What follows belongs to an exercise in optimizing a design on an open flow for small area and a short achievable clock period; a production flow would make more cautious choices. At most, simulation tests tie the RTL to the original design; equivalence was not proved. The RTL of run 2 was laid out without a check of its function.

--- run.sh ---
#!/bin/bash
# synth_recipe.tcl (not shown) runs the flow's synth.tcl, then flattens the netlist and writes it again
# the make line also repeats each setting of config.mk as NAME=value (left out here)
make -C /OpenROAD-flow-scripts/flow DESIGN_CONFIG=/design/flow/config.mk WORK_HOME=/design/flow/orfs CLKGATE_MAP_FILE= SYNTH_SCRIPT=/design/flow/synth_recipe.tcl finish
--- config.mk ---
export PLATFORM = sky130hd
export DESIGN_NAME = top_pip
export DESIGN_NICKNAME = top_pip
export VERILOG_FILES = /design/flow/design.v
export SDC_FILE = /design/flow/constraint.sdc
export NUM_CORES = 4
export LEC_CHECK = 0
export CAP_MARGIN = 20
export CORE_MARGIN = 2
export CORE_UTILIZATION = 40
export SLEW_MARGIN = 20
--- design.v ---
`timescale 1ns / 1ps
module top_pip(input [15:0] X,Y,
input [3:0] sn_1,
input clk,
input reset,
input [15:0] theta_in,
output reg [3:0] sn_op,
output reg [15:0] theta_op,
output reg [15:0] Xo,Yo);
wire [15:0] Xin_r1,Yin_r1,theta_in_r1;
reg [15:0] Xin_r2,Yin_r2,theta_in_r2;
reg [15:0] Xin_r3,Yin_r3,theta_in_r3;
reg [15:0] Xin_r4,Yin_r4,theta_in_r4;
reg [15:0] Xin_r5,Yin_r5,theta_in_r5;
reg [15:0] Xin_r6,Yin_r6,theta_in_r6;
reg [15:0] Xin_r7,Yin_r7,theta_in_r7;
reg [15:0] Xin_r8,Yin_r8,theta_in_r8;
reg [15:0] Xin_r9,Yin_r9,theta_in_r9;
reg [15:0] Xin_r10,Yin_r10,theta_in_r10;
reg [15:0] Xin_r11,Yin_r11,theta_in_r11;
wire [3:0] sn_l_r1;
reg [3:0] sn_l_r2;
reg [3:0] sn_l_r3;
reg [3:0] sn_l_r4;
reg [3:0] sn_l_r5;
reg [3:0] sn_l_r6;
reg [3:0] sn_l_r7;
reg [3:0] sn_l_r8;
reg [3:0] sn_l_r9;
reg [3:0] sn_l_r10;
reg [3:0] sn_l_r11;
wire [15:0] Xo_w1,Yo_w1,theta_op_w1;
wire [15:0] Xo_w2,Yo_w2,theta_op_w2;
wire [15:0] Xo_w3,Yo_w3,theta_op_w3;
wire [15:0] Xo_w4,Yo_w4,theta_op_w4;
wire [15:0] Xo_w5,Yo_w5,theta_op_w5;
wire [15:0] Xo_w6,Yo_w6,theta_op_w6;
wire [15:0] Xo_w7,Yo_w7,theta_op_w7;
wire [15:0] Xo_w8,Yo_w8,theta_op_w8;
wire [15:0] Xo_w9,Yo_w9,theta_op_w9;
wire [15:0] Xo_w10,Yo_w10,theta_op_w10;
wire [15:0] Xo_w11,Yo_w11,theta_op_w11;
wire [3:0] sn_op_w1;
wire [3:0] sn_op_w2;
wire [3:0] sn_op_w3;
wire [3:0] sn_op_w4;
wire [3:0] sn_op_w5;
wire [3:0] sn_op_w6;
wire [3:0] sn_op_w7;
wire [3:0] sn_op_w8;
wire [3:0] sn_op_w9;
wire [3:0] sn_op_w10;
wire [3:0] sn_op_w11;
assign Xin_r1 = X;
assign Yin_r1 = Y;
assign theta_in_r1 = theta_in;
assign sn_l_r1 = sn_1;
s_cordic itr_1(.X(Xin_r1),.Y(Yin_r1),.theta_in(theta_in_r1),.sn_1( sn_l_r1),.sn_op(sn_op_w1),.theta_op(theta_op_w1),.Xo(Xo_w1),.Yo(Yo_w1));
s_cordic itr_2(.X(Xin_r2),.Y(Yin_r2),.theta_in(theta_in_r2),.sn_1( sn_l_r2),.sn_op(sn_op_w2),.theta_op(theta_op_w2),.Xo(Xo_w2),.Yo(Yo_w2));
s_cordic itr_3(.X(Xin_r3),.Y(Yin_r3),.theta_in(theta_in_r3),.sn_1( sn_l_r3),.sn_op(sn_op_w3),.theta_op(theta_op_w3),.Xo(Xo_w3),.Yo(Yo_w3));
s_cordic itr_4(.X(Xin_r4),.Y(Yin_r4),.theta_in(theta_in_r4),.sn_1( sn_l_r4),.sn_op(sn_op_w4),.theta_op(theta_op_w4),.Xo(Xo_w4),.Yo(Yo_w4));
s_cordic itr_5(.X(Xin_r5),.Y(Yin_r5),.theta_in(theta_in_r5),.sn_1( sn_l_r5),.sn_op(sn_op_w5),.theta_op(theta_op_w5),.Xo(Xo_w5),.Yo(Yo_w5));
s_cordic itr_6(.X(Xin_r6),.Y(Yin_r6),.theta_in(theta_in_r6),.sn_1( sn_l_r6),.sn_op(sn_op_w6),.theta_op(theta_op_w6),.Xo(Xo_w6),.Yo(Yo_w6));
s_cordic itr_7(.X(Xin_r7),.Y(Yin_r7),.theta_in(theta_in_r7),.sn_1( sn_l_r7),.sn_op(sn_op_w7),.theta_op(theta_op_w7),.Xo(Xo_w7),.Yo(Yo_w7));
s_cordic itr_8(.X(Xin_r8),.Y(Yin_r8),.theta_in(theta_in_r8),.sn_1( sn_l_r8),.sn_op(sn_op_w8),.theta_op(theta_op_w8),.Xo(Xo_w8),.Yo(Yo_w8));
s_cordic itr_9(.X(Xin_r9),.Y(Yin_r9),.theta_in(theta_in_r9),.sn_1( sn_l_r9),.sn_op(sn_op_w9),.theta_op(theta_op_w9),.Xo(Xo_w9),.Yo(Yo_w9));
s_cordic itr_10(.X(Xin_r10),.Y(Yin_r10),.theta_in(theta_in_r10),.sn_1( sn_l_r10),.sn_op(sn_op_w10),.theta_op(theta_op_w10),.Xo(Xo_w10),.Yo(Yo_w10));
always@(posedge clk)
	begin
	if (reset)
	begin
	       Xo    <= 0;  
           Yo    <= 0;  
           sn_op <= 0;
           theta_op <= 0;
	end
	   else
	   begin
	   Xin_r2      <= Xo_w1;
	   Yin_r2      <= Yo_w1;
	   theta_in_r2 <= theta_op_w1;
	   sn_l_r2     <= sn_op_w1;
	   Xin_r3      <= Xo_w2;
	   Yin_r3      <= Yo_w2;
	   theta_in_r3 <= theta_op_w2;
	   sn_l_r3     <= sn_op_w2;
	   Xin_r4      <= Xo_w3;
	   Yin_r4      <= Yo_w3;
	   theta_in_r4 <= theta_op_w3;
	   sn_l_r4     <= sn_op_w3;
	   Xin_r5      <= Xo_w4;
	   Yin_r5      <= Yo_w4;
	   theta_in_r5 <= theta_op_w4;
	   sn_l_r5     <= sn_op_w4;
	   Xin_r6      <= Xo_w5;
	   Yin_r6      <= Yo_w5;
	   theta_in_r6 <= theta_op_w5;
	   sn_l_r6     <= sn_op_w5;
	   Xin_r7      <= Xo_w6;
	   Yin_r7      <= Yo_w6;
	   theta_in_r7 <= theta_op_w6;
	   sn_l_r7     <= sn_op_w6;
	   Xin_r8      <= Xo_w7;
	   Yin_r8      <= Yo_w7;
	   theta_in_r8 <= theta_op_w7;
	   sn_l_r8     <= sn_op_w7;
	   Xin_r9      <= Xo_w8;
	   Yin_r9      <= Yo_w8;
	   theta_in_r9 <= theta_op_w8;
	   sn_l_r9     <= sn_op_w8;
	   Xin_r10      <= Xo_w9;
	   Yin_r10      <= Yo_w9;
	   theta_in_r10 <= theta_op_w9;
	   sn_l_r10     <= sn_op_w9;
       Xo    <= Xo_w10;  
       Yo    <= Yo_w10;  
       sn_op <= sn_op_w10;
       theta_op <= theta_op_w10;
       end
    end
endmodule
module s_cordic( input [15:0] X,Y,
input [3:0] sn_1,
input [15:0] theta_in,
output [3:0] sn_op,
output [15:0] theta_op,
output [15:0] Xo,Yo
    );
wire [3:0] so;
wire [15:0] theta_o;
(*DONT_TOUCH = "YES"*) micro_sequence_gen inst_micro (.theta(theta_in),.so(so),.theta_o(theta_o));
assign theta_op =  theta_o;  
assign sn_op = so;  
wire [3:0] op1; 
wire [3:0] op2; 
(*DONT_TOUCH = "YES"*) shift inst_sh (.s_n_1(sn_1),.op1(op1),.op2(op2));
wire [15:0] Xout,Yout;
(*DONT_TOUCH = "YES"*) coordinate_calc inst_cord (.xn(X),.yn(Y),.i(sn_1),
                            .op1(op1),.op2(op2),
                             .xo(Xout),.yo(Yout));
assign Xo = Xout;  
assign Yo = Yout;  
endmodule
module micro_sequence_gen(input [15:0]theta,
                          output [3:0] so,  
                          output [15:0] theta_o);
wire [3:0] x1;
wire [3:0]ML;
localparam integer N = 15;  
wire [15:0] Nc;  
assign Nc = N[15:0];
(*DONT_TOUCH = "YES"*) MSODetector instMSO (.data(theta),.MSO(ML));
assign x1 = 15 - ML;  
assign so = (ML == N-1) ? 2 : x1;
wire [15:0] theta_n;
reg [15:0] temp;
always@ *
begin
    temp = 16'h7FFF; 
    temp[ML-1] = 0;  
end
assign theta_n = theta & temp;
assign theta_o = (ML == (Nc-4'b0001)) ? (theta - 16'b0010000000000000) :theta_n;
endmodule
module coordinate_calc(input [15:0]xn,yn,
                       input [3:0] op1,op2,i,
                       output [15:0]xo,yo);
wire [15:0] x1,x2;
wire [15:0] y1,y2;
assign x1 = xn + (xn >> op1);
assign y1 = (xn >> op2) + (xn >> i) ;
assign x2 = (yn >> op2) + (yn >> i) ;
assign y2 = yn + (yn >> op1);
assign xo = x1 + x2;
assign yo = y1 + y2;
endmodule 
module shift(input [3:0] s_n_1,
output reg [3:0] op1,op2);
wire [3:0] w1,w2;
assign w1 =  (s_n_1 << 1);
assign w2 =  s_n_1 + 2;
always@(*)begin
 op1 = w1 + 4'b0001;   
 op2 = w1 + w2;  
end
endmodule
module MSODetector (
    input [15:0] data,   
    output reg [3:0] MSO        
);
    parameter integer N = 16;   
    always @(data) begin
        casex (data)
		16'b01xxxxxxxxxxxxxx : MSO = 14;
		16'b001xxxxxxxxxxxxx : MSO = 13;
		16'b0001xxxxxxxxxxxx : MSO = 12;
		16'b00001xxxxxxxxxxx : MSO = 11;
		16'b000001xxxxxxxxxx : MSO = 10;
		16'b0000001xxxxxxxxx : MSO = 9;
		16'b00000001xxxxxxxx : MSO = 8;
		16'b000000001xxxxxxx : MSO = 7;
		16'b0000000001xxxxxx : MSO = 6;
		16'b00000000001xxxxx : MSO = 5;
		16'b000000000001xxxx : MSO = 4;
		16'b0000000000001xxx : MSO = 3;
		16'b00000000000001xx : MSO = 2;
		16'b000000000000001x : MSO = 1;
		16'b0000000000000001 : MSO = 0;
		default : MSO = 0;
		endcase    
    end
endmodule
--- constraint.sdc ---
create_clock -name core_clock -period 5.5 [get_ports {clk}]
set_input_delay 1.1000 -clock core_clock [delete_from_list [all_inputs] [get_ports {clk}]]
set_output_delay 1.1000 -clock core_clock [all_outputs]
set_load 0.01 [all_outputs]
==> results.rst, run 1 <==
.. list-table::
   :header-rows: 1

   * - Metric
     - Value
   * - Final worst-path cycle share
     - slightly below 100%
   * - Commonest cells after routing, fill and taps aside
     - nor2_1 (1,167), buf_4 (835), nand2_1 (826), inv_1 (703), o21ai_0 (697)
   * - Area used by multi-input combinational logic
     - 60,000 um2
   * - Cell area after synthesis
     - 78,970 um2
   * - Main combinational cell family by area after synthesis
     - adder cells
   * - FF+latch count, synth
     - 520
   * - TritonCTS buffer count
     - 70
   * - Largest net degree at the start of global routing
     - 127
   * - Sequential fraction of the synthesis area
     - a little under a fifth
   * - Post-synth ARST share
     - 0%
   * - Clock Root Buffer
     - clkbuf_16
   * - DRT antenna net count
     - 0
   * - Sequential Area
     - about 15,000 um2
   * - Clock latency on the worst-skew pair
     - roughly 0.7 ns
   * - Unrepaired setup endpoints after global routing
     - true
   * - Core area
     - 196,800 um2
   * - Overall die area
     - a little over 200,000 um2
   * - Initial standard-cell utilization of the core
     - 40.13%
   * - Post-Synthesis Mean Instance Area
     - 8.359 um2
   * - # setup viols final
     - 0
   * - Data required time of the critical path
     - 5.96 ns
   * - Initial antenna violation count
     - 2
   * - FILL cells
     - 19,185
   * - Fraction of layout instances using a drive strength above 1
     - 15.47%
   * - Commonest non-fill, non-tap cell in the layout
     - nor2_1
   * - Post-route DRC violation count
     - 0
   * - Worst-case headroom to the max-slew limit
     - 35.68%
   * - Smallest hold slack
     - 0.5581 ns
   * - Vias per cell
     - between 5 and 6
   * - Number of warning messages in the yosys log
     - 4
   * - Overall die height
     - ~450 um
   * - Drt wl/cell
     - slightly above 20 um
   * - Via count
     - 73,220
   * - Maximum capacitance violations
     - 0
   * - Maximum clock frequency
     - 0.1889 GHz
   * - Layout area overhead
     - 16.69%
   * - Final RePlAce weighted congestion
     - 0.9659
   * - Worst-path fanout max
     - 6
   * - Wire length of the first global-routing pass
     - approximately 410,000 um
   * - Post-synth top flop
     - edfxtp_1
   * - Die width
     - between 400 and 500 um
   * - Half-perimeter wire length of the detailed placement result
     - 207,400 um
   * - Share of synthesized cell area in full adder, half adder and majority cells
     - roughly 23%
   * - Maximum root-to-sink buffer count
     - 3
   * - Worst slack at placement
     - -0.6518 ns
   * - Simple-gate area share of the yosys netlist
     - between 10% and 20%
   * - Number of enable-type register cells in the synthesized netlist
     - 468
   * - Post-synthesis share of cell area spent on xor and xnor gates
     - between 4 and 5%
   * - Family with the most delay on the worst path
     - compound AO/OA/AOI/OAI gates
   * - Pre-antenna DRT Iters
     - 9
   * - Number of buffers and inverters on the critical path
     - 5
   * - TritonCTS clock tree
     - built
   * - Slew @ Worst Pin
     - between 0.9 and 1 ns
   * - Final Routed Wirelength
     - 262,300 um
   * - Final Critical Period
     - 5.295 ns
   * - Crit Path Class
     - register to register
   * - Diode count
     - 0
   * - Vias in the first global route
     - 71,028
   * - Status
     - timing/DRC/antenna clean
   * - Endpoint arrival time on the critical path
     - between 5 and 6 ns
   * - CTS clk-pin slew, worst paths
     - 0.06 ns
   * - Synthesized instance count
     - 9,448
   * - Complex-gate fraction of the synthesized area
     - 18.99%
   * - GRT Total Usage
     - between 20% and 30%
   * - Clock sinks
     - 520
   * - Startpoint types
     - register
   * - Least setup slack across all paths after layout
     - 0.2053 ns
   * - Boundary Pins
     - around 110
   * - Mux cell area share after synthesis
     - between 10 and 15%
   * - Gr ovfl total
     - 0
   * - Slowest cell delay on critical path
     - around 0.55 ns
   * - Layout Skew
     - 0.04318 ns
   * - Number of max-slew violations in the final report
     - 0
   * - CTS H-Tree Depth
     - 3
   * - Slowest library cell on the worst path
     - fa_1
   * - Crit path capture type
     - register
   * - Distinct cell type count after synthesis
     - 99
   * - Type of the tightest min-delay check
     - register to register
   * - Hold Fails Final Rpt
     - 0
   * - Number of design-rule violations left by the first detailed-router iteration
     - 6,930
   * - Count of buffers inserted at the top-level ports
     - 105
   * - Cell-by-cell listing of the critical path
     - clkinv_1 > ha_4 > buf_2 > buf_4 > o21ai_0 > nor2_1 > a21oi_1 > mux2_2 > fa_1 > fa_1 > inv_1 > ha_1 > a21o_1 > a21oi_1 > o21ai_0 > a31o_2 > o41ai_1 > buf_4 > o21bai_1 > a21oi_1 > xnor2_1
   * - Most used cell along the critical path
     - a21oi_1
   * - Final net count
     - 11,132
   * - TNS Setup
     - 0 ns
   * - Number of core rows
     - 163
path summary, 6_finish.rpt:
check / startpoint / to / slack [ns] / depth (start not counted)
worst max register to register: sn_l_r8[0]$_SDFFCE_PP0N_ / Yin_r9[14]$_DFFE_PN_ / 0.21 / 21
worst min-delay path: theta_in_r7[1]$_DFFE_PN_ / theta_in_r8[1]$_DFFE_PN_ / 0.56 / 1
worst min register to register: theta_in_r7[1]$_DFFE_PN_ / theta_in_r8[1]$_DFFE_PN_ / 0.56 / 1
worst max-delay path: sn_l_r8[0]$_SDFFCE_PP0N_ / Yin_r9[14]$_DFFE_PN_ / 0.21 / 21
metrics by stage:
stage	util (%)	std cells	area, um2
2_1_floorplan	-	9448	79280
3_3_place_gp	44.97	12546	88510
3_5_place_dp	44.97	12546	88510
4_1_cts	46.30	12679	91130
5_1_grt	46.83	12702	92160
6_report	46.83	12702	92160
Yosys cell counts, types with 94 or more instances:
cell	instances	area (um2)
nand3_1	177	885.9
mux4_2	147	3311
a21oi_1	707	3538
mux2_2	158	1779
edfxtp_1	468	14050
o21ai_0	743	3719
xnor2_1	324	2838
buf_1	113	424.2
inv_1	709	2661
nand2_1	826	3100
mux2i_1	347	3473
a211oi_1	188	1411
clkbuf_1	405	1520
nor2b_1	185	1157
nand2b_1	94	588.1
fa_1	600	12010
a31oi_1	108	675.7
nor2_1	1171	4395
o21a_1	113	848.3
ha_1	472	5906
nor3_1	256	1281
worst register-to-register path: stages (launching register included):
cell and delay, ns:
edfxtp_1 0.45, clkinv_1 0.19, ha_4 0.29, buf_2 0.19, buf_4 0.16, o21ai_0 0.33
nor2_1 0.07, a21oi_1 0.21, mux2_2 0.25, fa_1 0.46, fa_1 0.56, inv_1 0.06
ha_1 0.27, a21o_1 0.18, a21oi_1 0.20, o21ai_0 0.16, a31o_2 0.25, o41ai_1 0.29
buf_4 0.18, o21bai_1 0.06, a21oi_1 0.18, xnor2_1 0.08
what timing repair did:
action | in CTS | in global routing
hold buffers | 0 | 0
gates cloned | 0 | 8
endpoints found under the setup margin | 15 | 133
setup buffers | 5 | 15
resized for setup | 22 | 193
pin swaps | 1 | 25
final cells by class:
cell class	instances	share of cell area (%)
clock buffers	74	1.963
clock inverters	54	0.7848
inverters	722	2.961
multi-input cells	7683	65.10
well taps	2640	3.584
repair buffers	1009	9.226
flip-flops and latches	520	16.38
routing by layer:
metal  GRT usage (%)  share of wire (%)  vias to the layer above
met5               0             0.0050                        -
met4           6.878                2.8                        2
met3           2.930                6.5                      447
met2           41.64                 46                     2750
met1           35.48                 44                    35454
li1                -                  -                    34567
cells by family (layout without fill, tap and decap cells):
| group | Yosys count | in the layout |
|---|---|---|
| simple gates | 3109 | 3109 |
| mux | 652 | 652 |
| flops | 520 | 520 |
| fa+ha+maj | 1072 | 1072 |
| xor+xnor | 398 | 398 |
| buf+inv | 1245 | 1859 |
| compound gates | 2452 | 2452 |
==> run 2, diff against run 1 <==
==> design.v (replaced) <==
module top_pip(input [15:0] X,Y,
input [3:0] sn_1,
input clk,
input reset,
input [15:0] theta_in,
output reg [3:0] sn_op,
output reg [15:0] theta_op,
output reg [15:0] Xo,Yo);
wire [14:0] t = theta_in[14:0];
reg  [3:0]  s_c;
reg  [14:0] th_fin;
integer j;
always @* begin
    s_c = 4'd15;
    for (j = 1; j <= 13; j = j + 1)
        if (t[j]) s_c = 15 - j;
    if (t[14]) s_c = 4'd2;
end
always @* begin
    for (j = 0; j <= 12; j = j + 1)
        th_fin[j] = t[j] & ~(t[j+1] & ~|(t >> (j+2)));
    th_fin[13] = t[13];
    th_fin[14] = 1'b0;
    if (t[14]) th_fin = {3'b010, t[11:0]};
end
wire [15:0] xo_w [1:10];
wire [15:0] yo_w [1:10];
wire [14:0] th_w [1:10];
wire [3:0]  s_w  [1:10];
reg         b15;
rot r1 (.xn(X), .yn(Y), .i(sn_1), .xo(xo_w[1]), .yo(yo_w[1]));
assign th_w[1] = th_fin;
assign s_w[1]  = s_c;
always @(posedge clk) b15 <= theta_in[15];
genvar k;
generate
    for (k = 2; k <= 10; k = k + 1) begin : st
        reg [15:0] xr, yr;
        reg [14:0] thr;
        reg [3:0]  sr;
        always @(posedge clk) begin
            xr  <= xo_w[k-1];
            yr  <= yo_w[k-1];
            thr <= th_w[k-1];
            sr  <= s_w[k-1];
        end
        if (k == 2) begin : first
            rot rk (.xn(xr), .yn(yr), .i(b15 ? 4'd15 : sr), .xo(xo_w[k]), .yo(yo_w[k]));
        end else begin : other
            rot rk (.xn(xr), .yn(yr), .i(sr), .xo(xo_w[k]), .yo(yo_w[k]));
        end
        assign th_w[k] = thr;
        assign s_w[k]  = sr;
    end
endgenerate
always @(posedge clk) begin
    if (reset) begin
        Xo <= 0;
        Yo <= 0;
        sn_op <= 0;
        theta_op <= 0;
    end else begin
        Xo <= xo_w[10];
        Yo <= yo_w[10];
        sn_op <= s_w[10];
        theta_op <= {1'b0, th_w[10]};
    end
end
endmodule
module rot(input [15:0] xn, yn,
           input [3:0] i,
           output [15:0] xo, yo);
wire [3:0] op1 = {i[2:0], 1'b1};       
wire [3:0] op2 = {i[2:0], 1'b0} + i + 4'd2;  
assign xo = xn + (xn >> op1) + (yn >> op2) + (yn >> i);
assign yo = yn + (yn >> op1) + (xn >> op2) + (xn >> i);
endmodule
==> run 2 against run 1 <==
Still clean on timing, DRC and antenna. Hold slack worse by 0.24 ns. Clock skew is 0.0086 ns lower. Maximum frequency is 1.4% higher. Sequential share of layout area fell by 3.3 points. Final area fell by 16%. Synthesized cell count down 9.1%. Area after synthesis decreased by 15%. Largest cell class unchanged. Highest routed layer is now met4.
==> results.rst, run 2 <==
.. list-table::
   :header-rows: 1

   * - Metric
     - Value
   * - Post-Synthesis Mean Instance Area
     - 7.844 um2
   * - Vias in the first global route
     - 62,105
   * - Die width
     - a little over 400 um
   * - Slew @ Worst Pin
     - 0.8795 ns
   * - Crit path capture type
     - register
   * - Startpoint types
     - register
   * - Most numerous cell in the Yosys netlist
     - nand2_1
   * - CTS clk-pin slew, worst paths
     - 0.06 ns
   * - Vias per cell
     - about 5.7
   * - Worst slack at placement
     - -0.4894 ns
   * - Cell area after synthesis
     - between 60,000 and 70,000 um2
   * - Largest registers in the final layout
     - st.xr: 144 flops, st.yr: 144 flops, st.thr: 126 flops
   * - Post-synth top flop
     - dfxtp_1
   * - Synthesized instance count
     - 8,591
   * - Worst-path fanout max
     - 4
   * - # setup viols final
     - 0
   * - TNS Setup
     - 0 ns
   * - Layout Skew
     - 0.03461 ns
   * - Data required time of the critical path
     - between 6 and 7 ns
   * - Via count
     - around 63,000
   * - Number of core rows
     - 150
   * - Maximum root-to-sink buffer count
     - 3
   * - Hold-fix buffers at CTS
     - 0
   * - Layout area overhead
     - 14.64%
   * - M1 wire length
     - 108,400 um
   * - Final Cell Area
     - between 70,000 and 80,000 um2
   * - Leading post-synthesis cells by instance count
     - nand2_1 (1,101), inv_1 (903), o21ai_0 (852)
   * - Status
     - timing/DRC/antenna clean
   * - Pre-antenna DRT Iters
     - 8
   * - TritonCTS buffer count
     - 66
   * - Top layer reached by signal wires
     - met4
   * - Sequential fraction of the synthesis area
     - between 10% and 20%
   * - Drt wl/cell
     - about 22 um
   * - Overall die area
     - 171,800 um2
   * - TritonCTS clock tree
     - built
   * - Synth area leaders
     - fa_1 (18%), dfxtp_1 (15%), mux4_2 (6.5%)
   * - Clock latency on the worst-skew pair
     - about 0.70 ns
   * - Distinct cell type count after synthesis
     - 82
   * - Total length of routed met2 wires
     - 114,100 um
   * - Number of max-slew violations in the final report
     - 0
   * - Boundary Pins
     - 106
   * - Initial standard-cell utilization of the core
     - between 40% and 50%
   * - Least setup slack across all paths after layout
     - 0.2781 ns
   * - FF+latch count, synth
     - 501
   * - Gr ovfl total
     - 0
   * - Met3 wire length
     - 15,220 um
   * - Clock sinks
     - 501
   * - Hold Fails Final Rpt
     - 0
   * - Half-perimeter wire length of the detailed placement result
     - 201,100 um
   * - Final net count
     - roughly 9,900
   * - Core area
     - around 170,000 um2
   * - Overall die height
     - 414.5 um
   * - Worst-case headroom to the max-slew limit
     - approximately two fifths
   * - Placed cell areas
     - 74,580 um2
   * - Fraction of layout instances using a drive strength above 1
     - 12.83%
   * - Endpoint arrival time on the critical path
     - 5.85 ns
   * - Buffers inserted during post-CTS setup optimization
     - 0
   * - DRT antenna net count
     - 0
   * - Crit Path Class
     - register to register
   * - Post-synth ARST share
     - 0%
   * - Count of buffers inserted at the top-level ports
     - 103
   * - Largest area contributor in the synthesized netlist
     - fa_1
   * - Number of warning messages in the yosys log
     - 1
   * - Commonest cells after routing, fill and taps aside
     - nand2_1 (1,100), inv_1 (902), o21ai_0 (838), nor2_1 (730), buf_4 (637)
   * - Top-area cell type share of the netlist area
     - 17.82%
   * - Commonest non-fill, non-tap cell in the layout
     - nand2_1
   * - Final Routed Wirelength
     - 246,500 um
   * - Final RePlAce weighted congestion
     - 0.9854
   * - Clock Root Buffer
     - clkbuf_16
   * - Maximum clock frequency
     - 0.1915 GHz
   * - GRT Total Usage
     - between 20 and 30%
   * - Final worst-path cycle share
     - 94.94%
   * - Diode count
     - 0
   * - Largest net degree at the start of global routing
     - 92
   * - Post-route DRC violation count
     - 0
   * - Number of design-rule violations left by the first detailed-router iteration
     - 6,157
   * - Wire length of the first global-routing pass
     - 376,300 um
   * - Final Critical Period
     - between 5 and 6 ns
   * - CTS H-Tree Depth
     - 3
   * - Maximum capacitance violations
     - 0
   * - Type of the tightest min-delay check
     - register to register
   * - Number of enable-type register cells in the synthesized netlist
     - 0
   * - Initial antenna violation count
     - 0
-- run 2: cell count changes after synthesis, sizes merged, moves of 142 or more --
cell,previous run,this run
nor2,1171,732
dfxtp,52,501
nor3,257,115
inv,710,907
nand2,826,1102
edfxtp,468,0
ha,472,329
-- run 2: area by class of cell --
class	count	area, um2
Fill cell	16728	89970
Multi-Input combinational cell	6661	52200
Sequential cell	501	10070
Timing Repair Buffer	769	6390
Inverter	919	3467
Tap cell	2204	2758
Clock buffer	75	1715
Clock inverter	44	650.6
-- run 2: final timing paths --
kind                                              end  depth (start not counted)                   start  slack [ns]
worst max-delay path             st[3].xr[14]$_DFF_P_                         21  st[2].sr[2]$_SDFF_PP0_        0.28
worst min-delay path            st[4].thr[13]$_DFF_P_                          0   st[3].thr[13]$_DFF_P_        0.32
worst max register to register   st[3].xr[14]$_DFF_P_                         21  st[2].sr[2]$_SDFF_PP0_        0.28
worst min register to register  st[4].thr[13]$_DFF_P_                          0   st[3].thr[13]$_DFF_P_        0.32
-- run 2: logic make-up after synthesis --
| group | synth area share, % |
|---|---|
| AND/OR/NAND/NOR | 16.72 |
| AO/OA/AOI/OAI | 19.84 |
| buffers and inverters | 8.216 |
| adder cells (fa/ha/maj) | 23.93 |
| multiplexers | 11.95 |
| flip-flops | 14.88 |
| XOR/XNOR | 4.451 |
| other | 0.005565 |
-- run 2: per-stage QoR --
stage | utilization (%) | std cells | hold slack (ns)
after floorplan | - | 8592 | 0.3096
after global placement | 44.60 | 11052 | 0.3100
after detailed placement | 44.60 | 11052 | 0.3121
after CTS | 46.02 | 11171 | 0.3183
after global routing | 46.20 | 11173 | 0.3115
final | 46.20 | 11173 | 0.3153
-- run 2: critical path, stage by stage (launching register included) --
cell	delay, ns
dfxtp_1	0.41
buf_4	0.17
nor2b_1	0.30
xnor2_1	0.23
nand2_2	0.20
xnor2_4	0.25
mux2i_1	0.25
mux2i_1	0.09
o21ai_0	0.31
fa_1	0.47
inv_1	0.08
fa_1	0.46
inv_1	0.11
ha_1	0.26
o21a_1	0.15
a2111oi_1	0.45
buf_4	0.19
o21bai_1	0.13
nor3_1	0.23
o21bai_1	0.11
a21oi_1	0.18
xnor2_1	0.13
-- run 2: metal layers --
metal,vias to the layer above,global-route usage (%)
met1,30678,38.71
met4,0,9.437
met3,386,2.805
met2,2503,45.58
li1,29795,-
met5,-,0
-- run 2: repair_timing --
action,in CTS,in global routing
endpoints found under the setup margin,1,36
gates resized for setup,1,60
pin swaps,0,1
endpoints found under the hold margin,0,0
gates cloned,0,2

-- re-timing with driven ports --
No port has a modelled driver above. Below, the same layouts with a new extraction and two added sets of constraints.
Step 1 (the two cells are an assumption about what drives the block):
set clk [get_ports {clk}]
set_driving_cell -lib_cell sky130_fd_sc_hd__clkbuf_16 $clk
set_driving_cell -lib_cell sky130_fd_sc_hd__buf_2 [delete_from_list [all_inputs] $clk]
Step 2 adds t to the input delays and takes it off the output delays; t is the mean of the earliest and latest rising clock arrival at the registers after step 1. Input paths then give back, and output paths get back, about the clock's delay inside the block.
Three values: ideal, step 1, step 2; two values: the first two.
| run | shift t [ns] | setup WS [ns] | clock arrival spread, ns | worst register clock-pin slew, ns |
|---|---|---|---|---|
| run 1 | 0.769 | 0.205 / 0.205 / -0.483 | 0.049 / 0.048 | 0.07 / 0.07 |
| run 2 | 0.753 | 0.278 / 0.278 / -0.319 | 0.042 / 0.042 | 0.07 / 0.07 |
Met with ideal ports but missed after step 2: setup timing in run 1 and run 2. The setup slack of run 1, which loses most, moves by 0.000 ns with the drivers and by -0.688 ns with both steps.
